From an optimization exercise on the open Yosys and OpenROAD flow, aimed at a short achievable clock period and few clock cycles; shortcuts taken in it are not production practice. Only simulation tests tie the RTL to the original design; equivalence was not proved. Power is estimated from default activity; no workload was simulated.

===== constraint.sdc =====
create_clock -name core_clock -period 8.0 [get_ports {clk}]
set_input_delay 1.6000 -clock core_clock [delete_from_list [all_inputs] [get_ports {clk}]]
set_output_delay 1.6000 -clock core_clock [all_outputs]
set_load 0.01 [all_outputs]

===== design.v =====
module cpu(clk,reset,in,out,N,V,Z,w,mem_addr,mem_cmd,halt);
  input clk, reset;
  input [15:0] in;
  output [15:0] out;
  output N, V, Z, w;
  output [8:0] mem_addr;
  output [1:0] mem_cmd;
  output halt;
  reg [15:0] rf [0:7];
  reg fN, fV, fZ;
  reg p_ld, p_st;           
  reg p_f;                  
  reg [8:0] p_a;            
  reg [2:0] p_rd;           
  reg [15:0] sd;            
  reg [8:0] fpc;            
  reg hold;                 
  reg hp;                   
  reg halt_r;
  reg i_f;                  
  reg [8:0] i_pc;           
  reg i_ld;                 
  reg i_kill;               
  reg [2:0] i_rd;
  reg x_v;
  reg [15:0] x_a, x_b, x_c;
  reg [2:0] x_ra, x_rb, x_rc;
  reg x_pa, x_pb, x_pc;     
  reg [1:0] x_sh;
  reg x_sub, x_and, x_not, x_pass;
  reg x_cmp;
  reg x_wr;
  reg [2:0] x_rd;
  reg x_jmp, x_jreg;
  reg [2:0] x_cond;
  reg [8:0] x_tgt;
  reg x_slow, x_st;
  reg [2:0] x_ldrd;
  reg [15:0] bs;
  always @* begin
    case (x_sh)
      2'b00: bs = x_b;
      2'b01: bs = {x_b[14:0], 1'b0};
      2'b10: bs = {1'b0, x_b[15:1]};
      default: bs = {x_b[15], x_b[15:1]};
    endcase
  end
  wire [15:0] sum = x_a + (x_sub ? ~bs : bs) + {15'd0, x_sub};
  wire [15:0] x_res = x_and ? (x_a & bs) :
                      x_not ? ~bs :
                      x_pass ? bs : sum;
  reg taken;
  always @* begin
    case (x_cond)
      3'b000: taken = 1'b1;
      3'b001: taken = fZ;
      3'b010: taken = ~fZ;
      3'b011: taken = fN ^ fV;
      3'b100: taken = fZ | (fN ^ fV);
      default: taken = 1'b0;
    endcase
  end
  wire pdata = p_ld | p_st;
  wire x_jt = x_v & x_jmp & taken;
  wire x_stall = x_v & (x_pa | x_pb | x_pc | (x_jt & pdata));
  wire x_ex = x_v & ~x_stall;
  wire redirect = x_ex & x_jmp & taken;
  wire [8:0] tgt = x_jreg ? x_c[8:0] : x_tgt;
  wire xw = x_ex & x_wr;
  wire fetch_now = redirect | p_f;
  wire [8:0] fa = redirect ? tgt : fpc;
  assign mem_addr = redirect ? tgt : (pdata ? p_a : fpc);
  assign mem_cmd = p_st ? 2'b10 : 2'b01;
  assign out = sd;
  assign halt = halt_r;
  assign w = halt_r;
  assign N = fN;
  assign V = fV;
  assign Z = fZ;
  wire dv = i_f & ~redirect & ~hp;
  wire [4:0] op = in[15:11];
  wire d_movi = op == 5'b11010;
  wire d_mov  = op == 5'b11000;
  wire d_add  = op == 5'b10100;
  wire d_cmp  = op == 5'b10101;
  wire d_and  = op == 5'b10110;
  wire d_mvn  = op == 5'b10111;
  wire d_ldr  = op == 5'b01100;
  wire d_str  = op == 5'b10000;
  wire d_b    = op == 5'b00100;
  wire d_bl   = op == 5'b01011;
  wire d_bx   = op == 5'b01000;
  wire d_blx  = op == 5'b01010;
  wire d_halt = in[15:13] == 3'b111;
  wire d_mem  = d_ldr | d_str;
  wire d_breg = d_mov | d_add | d_cmp | d_and | d_mvn;
  wire [2:0] rn = in[10:8];
  wire [2:0] rd = in[7:5];
  wire [2:0] rm = in[2:0];
  wire [15:0] sx5 = {{11{in[4]}}, in[4:0]};
  wire [15:0] sx8 = {{8{in[7]}}, in[7:0]};
  wire [8:0] pc1 = i_pc + 9'd1;
  wire [15:0] link = {8'd0, pc1[7:0]};
  wire blx_same = d_blx & (rn == rd);
  wire fw_n = xw & (x_rd == rn);
  wire fw_m = xw & (x_rd == rm);
  wire fw_d = xw & (x_rd == rd);
  wire [15:0] rd_n = fw_n ? x_res : rf[rn];
  wire [15:0] rd_m = fw_m ? x_res : rf[rm];
  wire [15:0] rd_d = fw_d ? x_res : rf[rd];
  wire xl = x_ex & x_slow & ~x_st;
  wire pn_n = ~fw_n & ((p_ld & (p_rd == rn)) | (xl & (x_ldrd == rn)));
  wire pn_m = ~fw_m & ((p_ld & (p_rd == rm)) | (xl & (x_ldrd == rm)));
  wire pn_d = ~fw_d & ((p_ld & (p_rd == rd)) | (xl & (x_ldrd == rd)));
  wire xs = x_ex & x_slow;
  wire d_slow = fw_n | pn_n | (d_str & pn_d) | xs;
  wire [8:0] d_da = rf[rn][8:0] + sx5[8:0];
  wire d_memfast = dv & d_mem & ~d_slow;
  wire d_memslow = dv & d_mem & d_slow;
  wire hold_n = d_memslow | (hold & ~xs);
  wire hp_n = hp | (dv & d_halt);
  always @(posedge clk) begin
    if (xw) rf[x_rd] <= x_res;
    if (i_ld & ~i_kill & ~(xw & (x_rd == i_rd))) rf[i_rd] <= in;
    if (x_ex & x_cmp) begin
      fN <= sum[15];
      fZ <= sum == 16'd0;
      fV <= (x_a[15] ^ bs[15]) & (x_a[15] ^ sum[15]);
    end
    i_pc <= fa;
    i_rd <= p_rd;
    i_kill <= xw & (x_rd == p_rd);
    if (xs) begin
      p_a <= x_res[8:0];
      p_rd <= x_ldrd;
      sd <= x_c;
    end else begin
      p_a <= d_da;
      p_rd <= rd;
      sd <= rd_d;
    end
    if (x_stall) begin
      if (x_pa & i_ld & ~i_kill & (i_rd == x_ra)) begin x_a <= in; x_pa <= 1'b0; end
      if (x_pb & i_ld & ~i_kill & (i_rd == x_rb)) begin x_b <= in; x_pb <= 1'b0; end
      if (x_pc & i_ld & ~i_kill & (i_rd == x_rc)) begin x_c <= in; x_pc <= 1'b0; end
    end else begin
      x_a <= rd_n;
      x_b <= d_breg ? rd_m : d_movi ? sx8 : (d_bl | d_blx) ? link : sx5;
      x_c <= blx_same ? link : rd_d;
      x_ra <= rn;
      x_rb <= rm;
      x_rc <= rd;
      x_pa <= pn_n & (d_add | d_cmp | d_and | d_mem);
      x_pb <= pn_m & d_breg;
      x_pc <= pn_d & (d_str | d_bx | (d_blx & ~blx_same));
      x_sh <= d_breg ? in[4:3] : 2'b00;
      x_sub <= d_cmp;
      x_and <= d_and;
      x_not <= d_mvn;
      x_pass <= d_movi | d_mov | d_bl | d_blx;
      x_cmp <= d_cmp;
      x_wr <= d_movi | d_mov | d_add | d_and | d_mvn | d_bl | d_blx;
      x_rd <= (d_movi | d_bl | d_blx) ? rn : rd;
      x_jmp <= d_b | d_bl | d_bx | d_blx;
      x_jreg <= d_bx | d_blx;
      x_cond <= d_b ? rn : 3'b000;
      x_tgt <= pc1 + sx8[8:0];
      x_slow <= d_mem & d_slow;
      x_st <= d_str;
      x_ldrd <= rd;
    end
    if (reset) begin
      p_ld <= 1'b0;
      p_st <= 1'b0;
      p_f <= 1'b1;
      fpc <= 9'd0;
      hold <= 1'b0;
      hp <= 1'b0;
      halt_r <= 1'b0;
      i_f <= 1'b0;
      i_ld <= 1'b0;
      x_v <= 1'b0;
    end else begin
      fpc <= fetch_now ? fa + 9'd1 : fpc;
      i_f <= fetch_now;
      i_ld <= p_ld;
      hold <= hold_n;
      hp <= hp_n;
      halt_r <= halt_r | (hp_n & ~xs);
      if (xs) begin
        p_ld <= ~x_st;
        p_st <= x_st;
        p_f <= 1'b0;
      end else if (d_memfast) begin
        p_ld <= d_ldr;
        p_st <= d_str;
        p_f <= 1'b0;
      end else begin
        p_ld <= 1'b0;
        p_st <= 1'b0;
        p_f <= ~(hold_n | hp_n);
      end
      if (!x_stall) x_v <= dv & ~d_halt;
    end
  end
endmodule

===== config.mk =====
export PLATFORM = sky130hd
export DESIGN_NAME = cpu
export DESIGN_NICKNAME = cpu
export VERILOG_FILES = /design/flow/design.v
export SDC_FILE = /design/flow/constraint.sdc
export NUM_CORES = 4
export LEC_CHECK = 0
export ABC_CLOCK_PERIOD_IN_PS = 2500
export CAP_MARGIN = 20
export CORE_MARGIN = 2
export CORE_UTILIZATION = 55
export SETUP_SLACK_MARGIN = 5
export SLEW_MARGIN = 20
export TNS_END_PERCENT = 100

===== run.sh =====
#!/bin/bash
# synth_recipe.tcl (not shown) runs the flow's synth.tcl, then flattens the netlist and writes it again
# the make line also repeats each setting of config.mk as NAME=value (left out here)
make -C /OpenROAD-flow-scripts/flow DESIGN_CONFIG=/design/flow/config.mk WORK_HOME=/design/flow/orfs CLKGATE_MAP_FILE= SYNTH_SCRIPT=/design/flow/synth_recipe.tcl finish

==> results_tabular.tex, run 1 <==
\begin{tabular}{lr}
\hline
Metric & Value \\
\hline
\multicolumn{2}{l}{\textbf{Synth}} \\
Mapped cell area & 18400 sq um \\
Most instantiated flip-flop cell in the synthesis netlist & sky130\_fd\_sc\_hd\_\_edfxtp\_1 \\
Number of synthesized register bits & between 200 and 300 \\
Sequential share of the synthesized area & 0.418 \\
Yosys Warn Count & 1 \\
Per-instance average area after synthesis & 11.3 sq um \\
Post-synth cell types & 84 \\
Fraction of registers with async set or reset after synthesis & 0 \\
Number of instances in the synthesized netlist & around 1600 \\
Number of flops mapped to enable cells by yosys & 217 \\
Total nets after synthesis & 1677 \\
\multicolumn{2}{l}{\textbf{Clock network}} \\
Clock tree sinks & about 280 \\
Clock buffer count from CTS & 34 \\
Count of H-tree levels built during CTS & 2 \\
Clock tree from TritonCTS & yes \\
Clock-pin transition on the worst setup and hold timing paths & 0.06 ns \\
Cell at the root of the clock tree & sky130\_fd\_sc\_hd\_\_clkbuf\_16 \\
Clock Tree Buf Depth & 3 \\
Number of hold buffers added after cts & 0 \\
Clock Latency Late Sink & about 0.54 ns \\
\multicolumn{2}{l}{\textbf{Setup path}} \\
Critical Setup Path Class & reg2out \\
Family with the most delay on the worst path & simple AND/OR/NAND/NOR gates \\
Required time at the worst-slack endpoint & 6.40 ns \\
Crit-path slowest cell & sky130\_fd\_sc\_hd\_\_or4b\_4 \\
Crit path largest cell delay & 0.53 ns \\
R2R Path Start & fZ \\
Worst-case reg-to-reg path depth & 10 \\
Crit path max fanout & 4 \\
Critical-path cell list & nor4b\_4, buf\_4, nand2\_4, or4b\_4, buf\_12, nor2\_4, a31oi\_4, buf\_2 \\
Reg-to-reg slack, setup & 4.15 ns \\
Total buffers and inverters traversed by the critical path & 3 \\
Endpoint type of the worst setup path & output port \\
Startpoint type of the worst setup path & flop \\
Endpoint of the worst-slack reg-to-reg timing path & x\_b[13] \\
Arrival time reported for the critical path endpoint & $\sim$2.6 ns \\
\multicolumn{2}{l}{\textbf{Placement}} \\
GPL Wtd Cong & roughly 0.9 \\
DP HPWL & 37700 microns \\
Placed cell areas & 19800 sq um \\
Input/output buffers & about 50 \\
\multicolumn{2}{l}{\textbf{Finish}} \\
Sequential cell area & 7700 sq um \\
Fillers & 2055 \\
Share of final-layout standard cells stronger than drive strength 1 & 0.445 \\
Growth of design area from synthesis to finish & 35.0\% \\
Commonest cells after routing, fill and taps aside & 217 x sky130\_fd\_sc\_hd\_\_edfxtp\_1, 154 x sky130\_fd\_sc\_hd\_\_nand2\_1, 139 x sky130\_fd\_sc\_hd\_\_buf\_4 \\
Final Cell Area & 24900 sq um \\
Final layout net count & 1873 \\
Multi-input logic area & roughly 12000 sq um \\
Most common cell after layout, fill and taps aside & sky130\_fd\_sc\_hd\_\_edfxtp\_1 \\
\multicolumn{2}{l}{\textbf{Detailed routing}} \\
Mean number of vias per cell & 6.78 \\
Drt total wl & just under 70000 microns \\
Highest layer used for signal routing & met5 \\
Antenna viol nets, final & 0 \\
Total length of routed met2 wires & 32000 microns \\
Detailed-route via count & 15503 \\
Violation count after the first detailed-routing iteration & 1811 \\
DRC violations left & 0 \\
Number of iterations in the first detailed-routing pass & 6 \\
Routed met3 length & 6590 microns \\
Wire length on met1 & 25800 microns \\
Post-DR wirelength/cell & just under 30 microns \\
\multicolumn{2}{l}{\textbf{Global routing}} \\
Global-route congestion overflow total & 0 \\
Number of global-route vias before repair & around 15000 \\
Initial antenna violation count & 2 \\
Largest net degree at the start of global routing & 50 \\
GRT Util Overall & 0.357 \\
First-pass GRT wire length & 93400 microns \\
\multicolumn{2}{l}{\textbf{Flow run}} \\
Reported max-cap violation count & 0 \\
\multicolumn{2}{l}{\textbf{STA}} \\
Max-slew headroom at the worst pin & 0.213 \\
Top achievable clock speed & $\sim$240 MHz \\
Final clock skew & $\sim$0.023 ns \\
Final TNS setup & 0 ns \\
Shortest period the worst path allows & 4.17 ns \\
Part of the cycle the worst path needs & 0.521 \\
Endpoints failing setup & 0 \\
Max-slew violations & 0 \\
Unrepaired setup endpoints after global routing & yes \\
Final hold vios & 0 \\
Transition at the pin with the smallest max-transition slack & 1.18 ns \\
\multicolumn{2}{l}{\textbf{Power and ir drop}} \\
Standby leakage power & between 9 and 10 nW \\
Internal & between 0.003 and 0.004 W \\
Sequential cell fraction of total power & 0.335 \\
Switching power share of the total & 0.311 \\
Largest voltage drop on the vdd net & 0.194 mV \\
Share of power burned in combinational logic & 0.383 \\
Clock share of power & 0.282 \\
Power per cell area & 214 nW/um\^{}2 \\
Switching power & about 0.0017 W \\
\multicolumn{2}{l}{\textbf{Floorplan}} \\
Total Die Area & roughly 35000 sq um \\
Die width & 187 microns \\
Die extent in y & about 190 microns \\
Boundary pin count & 50 \\
Initial cell density of the core & 0.562 \\
Std cell rows & 66 \\
Total core area & between 30000 and 40000 sq um \\
\multicolumn{2}{l}{\textbf{Hold path}} \\
Hold WC Path Type & reg2reg \\
Worst hold endpoint & sd[11] \\
Cell count of the worst hold path & 2 \\
Critical hold path startpoint & x\_c[11] \\
\multicolumn{2}{l}{\textbf{Status}} \\
Outcome & timing/DRC/antenna clean \\
\hline
\end{tabular}
==> how the worst max path moves through the flow <==
stage,from,cells past startpoint,slack (ns),to
2_1_floorplan,in[8],16,4.16,p_a[8]
3_3_place_gp,in[8],14,3.01,p_a[8]
3_5_place_dp,in[8],13,2.92,p_a[7]
4_1_cts,x_pa,8,3.89,mem_addr[1]
5_1_grt,x_pa,8,3.79,mem_addr[0]
6_report,x_pa,8,3.83,mem_addr[4]
==> synthesized netlist by cell type (20+ instances only) <==
cell	number	area, sq um
sky130_fd_sc_hd__edfxtp_1	217	6520
sky130_fd_sc_hd__nand2_1	176	661
sky130_fd_sc_hd__mux2_2	121	1360
sky130_fd_sc_hd__nor2_1	101	379
sky130_fd_sc_hd__mux4_2	96	2160
sky130_fd_sc_hd__clkbuf_1	95	357
sky130_fd_sc_hd__a21oi_1	78	390
sky130_fd_sc_hd__o21ai_0	69	345
sky130_fd_sc_hd__mux2i_1	65	651
sky130_fd_sc_hd__dfxtp_1	59	1180
sky130_fd_sc_hd__xnor2_1	53	464
sky130_fd_sc_hd__xor2_1	48	420
sky130_fd_sc_hd__nand3_1	38	190
sky130_fd_sc_hd__ha_1	33	413
sky130_fd_sc_hd__inv_1	27	101
sky130_fd_sc_hd__mux2_4	21	315
sky130_fd_sc_hd__buf_2	20	100
sky130_fd_sc_hd__o211ai_1	20	150
==> cells by family (layout without fill, tap and decap cells) <==
family,Yosys count,after routing,share of synthesized area
multiplexers,303,303,0.244
flip-flops,276,276,0.418
buffers and inverters,168,382,0.0389
AO/OA/AOI/OAI,302,305,0.113
XOR/XNOR,101,101,0.0480
other,0,1,0
adder cells (fa/ha/maj),36,36,0.0257
AND/OR/NAND/NOR,437,441,0.113
==> per-layer routing <==
layer / global-route usage / vias up
met5: 0 / -
met4: 0.125 / 2
met3: 0.0598 / 228
met2: 0.584 / 991
met1: 0.485 / 7728
li1: - / 6554
==> stage by stage <==
stage	setup slack (ns)	total power [W]	std cells	hold WS, ns	utilization
after floorplan	4.16	0.00276	1623	0.329	-
after global placement	3.01	0.00302	2010	0.446	0.605
after detailed placement	2.92	0.00305	2011	0.449	0.605
after CTS	3.89	0.00501	2219	0.465	0.718
after global routing	3.79	0.00549	2287	0.484	0.758
final	3.83	0.00533	2287	0.467	0.758
==> sequential cells by signal, summed over array words and instances, names as in the netlist, 2 cells and up <==
signal  flops
fpc         9
rf        128
x_tgt       9
x_b        16
x_rd        3
sd         16
x_cond      3
p_a         9
x_ra        3
i_rd        3
x_c        16
x_a        16
i_pc        9
x_rb        3
p_rd        3
x_rc        3
x_sh        2
==> layout make-up <==
type	count	share of cell area
clock inverters	23	0.00810
clock buffers	38	0.0348
diodes	1	0.000101
well taps	442	0.0223
multi-input cells	1186	0.484
repair buffers	294	0.137
inverters	27	0.00408
flip-flops and latches	276	0.310
==> tightest hold or removal path: cells and delay by family, from the launching register on <==
kind | cells | cell delay [ns]
flip-flops | 1 | 0.32
AND/OR/NAND/NOR | 1 | 0.04
AO/OA/AOI/OAI | 1 | 0.06
==> power groups by stage <==
stage	registers (W)	clock network, W	logic, W
final	0.00179	0.00150	0.00204
after global routing	0.00179	0.00156	0.00213
after CTS	0.00178	0.00151	0.00172
after detailed placement	0.00181	0	0.00124
after global placement	0.00181	0	0.00122
after floorplan	0.00177	0	0.000992
==> repair_timing <==
item	CTS	global route
gates resized for setup	324	140
cloned	19	9
pin swaps	93	64
setup endpoints to repair	432	410
buffers inserted	128	58
Testbench counts, summed over its fixed seeds: cycles 27,218.
==> run 2: changes to the inputs <==
--- a/config.mk
+++ b/config.mk
@@ -8,7 +8,6 @@
 export ABC_CLOCK_PERIOD_IN_PS = 2500
 export CAP_MARGIN = 20
 export CORE_MARGIN = 2
-export CORE_UTILIZATION = 55
+export CORE_UTILIZATION = 40
 export SETUP_SLACK_MARGIN = 5
 export SLEW_MARGIN = 20
-export TNS_END_PERCENT = 100
==> results_tabular.tex, run 2 <==
\begin{tabular}{lr}
\hline
Metric & Value \\
\hline
\multicolumn{2}{l}{\textbf{Setup path}} \\
Endpoint type of the worst setup path & output port \\
R2R Path Start & x\_sh[0] \\
Start point of the critical path & x\_pa \\
Startpoint type of the worst setup path & flop \\
Crit path to & mem\_addr[2] \\
Endpoint of the worst-slack reg-to-reg timing path & x\_c[11] \\
Required time at the worst-slack endpoint & 6.40 ns (about the same) \\
Worst-case reg-to-reg path depth & 15 (+5) \\
Critical Setup Path Class & reg2out \\
Crit path max fanout & 4 (unchanged) \\
Reg-to-reg slack, setup & 4.27 ns (+0.12 ns) \\
Arrival time reported for the critical path endpoint & 2.75 ns (+0.18 ns) \\
\multicolumn{2}{l}{\textbf{Placement}} \\
GPL Wtd Cong & 0.898 (-0.22\%) \\
DP HPWL & 38700 microns (+2.7\%) \\
Placed cell areas & 20000 sq um (+1.0\%) \\
Input/output buffers & 49 (unchanged) \\
\multicolumn{2}{l}{\textbf{Detailed routing}} \\
Post-DR wirelength/cell & 28.8 microns (-2.4\%) \\
Mean number of vias per cell & 6.29 (-7.2\%) \\
Drt total wl & 71400 microns (+5.5\%) \\
Violation count after the first detailed-routing iteration & 2049 (+13\%) \\
DRC violations left & 0 (unchanged) \\
Antenna viol nets, final & 0 (unchanged) \\
Detailed-route via count & 15561 (+0.37\%) \\
Number of iterations in the first detailed-routing pass & 6 (unchanged) \\
\multicolumn{2}{l}{\textbf{Clock network}} \\
Clock-pin transition on the worst setup and hold timing paths & 0.07 ns (about the same) \\
Number of hold buffers added after cts & 0 (unchanged) \\
Clock Tree Buf Depth & 3 (unchanged) \\
Clock Latency Late Sink & 0.60 ns (+0.06 ns) \\
Clock tree from TritonCTS & yes \\
Clock tree sinks & 276 (unchanged) \\
Cell at the root of the clock tree & sky130\_fd\_sc\_hd\_\_clkbuf\_16 \\
Clock buffer count from CTS & 31 (-8.8\%) \\
Count of H-tree levels built during CTS & 1 (-1) \\
\multicolumn{2}{l}{\textbf{Floorplan}} \\
Die extent in y & 219 microns (+17\%) \\
Std cell rows & 78 (+18\%) \\
Die width & 219 microns (+17\%) \\
Boundary pin count & 50 (unchanged) \\
Total core area & 45400 sq um (+38\%) \\
Initial cell density of the core & 0.406 (-0.156) \\
Total Die Area & 47800 sq um (+37\%) \\
\multicolumn{2}{l}{\textbf{Global routing}} \\
Global-route congestion overflow total & 0 (unchanged) \\
Largest net degree at the start of global routing & 53 (+6.0\%) \\
GRT Util Overall & 0.273 (-0.0842) \\
Number of global-route vias before repair & 14637 (+0.36\%) \\
Initial antenna violation count & 0 (-2) \\
First-pass GRT wire length & 96800 microns (+3.6\%) \\
\multicolumn{2}{l}{\textbf{Power and ir drop}} \\
Internal & 0.00365 W (-0.71\%) \\
Clock share of power & 0.283 (about the same) \\
Power per cell area & 205 nW/um\^{}2 (-4.6\%) \\
Switching power share of the total & 0.313 (+0.00181) \\
Largest voltage drop on the vdd net & 0.173 mV (-11\%) \\
Standby leakage power & 10.0 nW (+5.0\%) \\
Sequential cell fraction of total power & 0.336 (about the same) \\
Share of power burned in combinational logic & 0.382 (about the same) \\
Switching power & 0.00166 W (+0.13\%) \\
\multicolumn{2}{l}{\textbf{Finish}} \\
Number of inserted diodes & 0 (-1) \\
Utilization after layout & 0.572 (-0.187) \\
Most common cell after layout, fill and taps aside & sky130\_fd\_sc\_hd\_\_edfxtp\_1 \\
Share of final-layout standard cells stronger than drive strength 1 & 0.470 (+0.0249) \\
Growth of design area from synthesis to finish & 40.9\% \\
Fillers & 3510 (+71\%) \\
Commonest cells after routing, fill and taps aside & 217 x sky130\_fd\_sc\_hd\_\_edfxtp\_1, 147 x sky130\_fd\_sc\_hd\_\_nand2\_1, 131 x sky130\_fd\_sc\_hd\_\_buf\_4 \\
Register ranked first by flip-flop count & rf \\
Number of flip-flops in the largest register & 128 (unchanged) \\
Final layout net count & 1904 (+1.7\%) \\
Final Cell Area & 25900 sq um (+4.4\%) \\
\multicolumn{2}{l}{\textbf{Synth}} \\
Mapped cell area & 18400 sq um (unchanged) \\
Number of flops mapped to enable cells by yosys & 217 (unchanged) \\
Fraction of post-synthesis cell area in the top cell type by area & 0.354 (unchanged) \\
Per-instance average area after synthesis & 11.3 sq um (unchanged) \\
Most frequent cell after synthesis & sky130\_fd\_sc\_hd\_\_edfxtp\_1 \\
Cell types occupying the most area after synthesis & sky130\_fd\_sc\_hd\_\_edfxtp\_1 35\%, sky130\_fd\_sc\_hd\_\_mux4\_2 12\%, sky130\_fd\_sc\_hd\_\_mux2\_2 7.4\% \\
Most instantiated flip-flop cell in the synthesis netlist & sky130\_fd\_sc\_hd\_\_edfxtp\_1 \\
Leading area contributor after synthesis & sky130\_fd\_sc\_hd\_\_edfxtp\_1 \\
Post-synth cell types & 84 (unchanged) \\
Sequential share of the synthesized area & 0.418 (unchanged) \\
Number of instances in the synthesized netlist & 1623 (unchanged) \\
Number of synthesized register bits & 276 (unchanged) \\
Post-synth top cells & 217 x sky130\_fd\_sc\_hd\_\_edfxtp\_1, 176 x sky130\_fd\_sc\_hd\_\_nand2\_1, 121 x sky130\_fd\_sc\_hd\_\_mux2\_2 \\
Yosys Warn Count & 1 (unchanged) \\
Total nets after synthesis & 1677 (unchanged) \\
Fraction of registers with async set or reset after synthesis & 0 (unchanged) \\
\multicolumn{2}{l}{\textbf{Status}} \\
Outcome & timing/DRC/antenna clean \\
\multicolumn{2}{l}{\textbf{Hold path}} \\
Hold WC Path Type & reg2reg \\
Cell count of the worst hold path & 2 (unchanged) \\
\multicolumn{2}{l}{\textbf{STA}} \\
Final TNS setup & 0 ns (unchanged) \\
Transition at the pin with the smallest max-transition slack & 0.881 ns (-0.299 ns) \\
Shortest period the worst path allows & 4.35 ns (+0.183 ns) \\
Part of the cycle the worst path needs & 0.544 (+0.0229) \\
Max-slew violations & 0 (unchanged) \\
Top achievable clock speed & 230 MHz (-4.2\%) \\
Final clock skew & 0.0321 ns (+0.00942 ns) \\
Max-slew headroom at the worst pin & 0.406 (+0.193) \\
Unrepaired setup endpoints after global routing & yes \\
Final hold vios & 0 (unchanged) \\
Endpoints failing setup & 0 (unchanged) \\
\multicolumn{2}{l}{\textbf{Flow run}} \\
Reported max-cap violation count & 0 (unchanged) \\
\hline
\end{tabular}
==> run 2: cell types whose count changed in the layout (fill, tap and decap cells not counted), sizes merged, moves of 4 or more <==
cell,delta
clkdlybuf4s50,-14
clkinvlp,+4
inv,-4
buf,+23
dlygate4sd2,+15
clkinv,-7
clkbuf,+11
==> run 2: layer usage <==
layer / part of all wire / routed length (microns) / vias to the layer above / track usage
met1: 0.38 / 27400 / 7775 / 0.367
met3: 0.096 / 6850 / 253 / 0.0445
met4: 0.059 / 4240 / 0 / 0.0984
met2: 0.46 / 32900 / 916 / 0.445
met5: 0 / 0 / - / 0
li1: - / - / 6617 / -
==> run 2: cell families after synthesis <==
family | Yosys count | share of synthesized area
buffers and inverters | 168 | 0.0389
and+or+nand+nor | 437 | 0.113
DFF | 276 | 0.418
adders and majority gates | 36 | 0.0257
xor gates and xnor gates | 101 | 0.0480
AOI/OAI and AO/OA | 302 | 0.113
muxes | 303 | 0.244
==> run 2: worst min-delay path by stage <==
stage	slack (ns)	endpoint	start
after global placement	0.46	sd[12]	x_c[12]
after CTS	0.48	i_rd[1]	p_rd[1]
after global routing	0.48	i_rd[1]	p_rd[1]
after floorplan	0.33	i_rd[0]	p_rd[0]
after detailed placement	0.47	i_rd[1]	p_rd[1]
final	0.46	sd[12]	x_c[12]
==> run 2: area by class of cell <==
| type | count | area [sq um] | share of cell area |
|---|---|---|---|
| timing repair inverter | 1 | 5.00 | 0.000193 |
| inverter | 27 | 118 | 0.00453 |
| sequential | 276 | 7700 | 0.297 |
| clock inverter | 16 | 191 | 0.00738 |
| multi-input combinational | 1187 | 12400 | 0.476 |
| tap | 600 | 751 | 0.0289 |
| clock buffer | 41 | 855 | 0.0329 |
| timing repair buffer | 326 | 3970 | 0.153 |
==> run 2: stage by stage <==
stage / std cells / total power [W] / worst slack [ns] / hold slack, ns
finish: 2474 / 0.00531 / 3.65 / 0.463
global route: 2474 / 0.00545 / 3.62 / 0.483
global placement: 2168 / 0.00303 / 3.05 / 0.455
detailed placement: 2170 / 0.00305 / 2.93 / 0.470
CTS: 2396 / 0.00502 / 3.72 / 0.476
floorplan: 1623 / 0.00276 / 4.16 / 0.329
==> run 2: worst max-delay path: stages (launching register included) <==
cell and delay (ns):
sky130_fd_sc_hd__edfxtp_1 0.44, sky130_fd_sc_hd__nor4b_4 0.44, sky130_fd_sc_hd__nand2_2 0.14, sky130_fd_sc_hd__or4b_4 0.58, sky130_fd_sc_hd__buf_6 0.16, sky130_fd_sc_hd__buf_6 0.12
sky130_fd_sc_hd__a31oi_4 0.14, sky130_fd_sc_hd__buf_6 0.13
==> run 2: what timing repair did <==
item | CTS | global route
pin swaps | 90 | 99
cloned | 23 | 17
gates resized for setup | 435 | 159
setup endpoints to repair | 470 | 382
setup buffers | 146 | 61
==> run 2: power groups by stage <==
stage | Sequential, W | Clock (W) | Combinational (W)
after floorplan | 0.00177 | 0 | 0.000992
after global placement | 0.00181 | 0 | 0.00122
after detailed placement | 0.00181 | 0 | 0.00124
after CTS | 0.00178 | 0.00150 | 0.00175
after global routing | 0.00179 | 0.00156 | 0.00211
final | 0.00178 | 0.00150 | 0.00202

-- afterwards: timing with drivers on the ports --
In the flow no input, the clock included, has a driving cell. The finished layouts below were timed again as built, in two steps. Step 1, drivers: a clkbuf_16 drives clk and a buf_2 each remaining input, both assumed. Step 2 also shifts input and output timing later by t, the mid clock arrival at the registers, as if the neighbouring blocks saw the same clock. Slacks: ideal / step 1 / step 2; pairs: ideal / step 1.
run	t (ns)	setup slack, ns	clock arrival spread, ns
run 1	0.583	3.830 / 3.776 / 3.839	0.022 / 0.023
run 2	0.641	3.647 / 3.589 / 3.806	0.032 / 0.033
After both steps setup and hold are still met in every run listed.
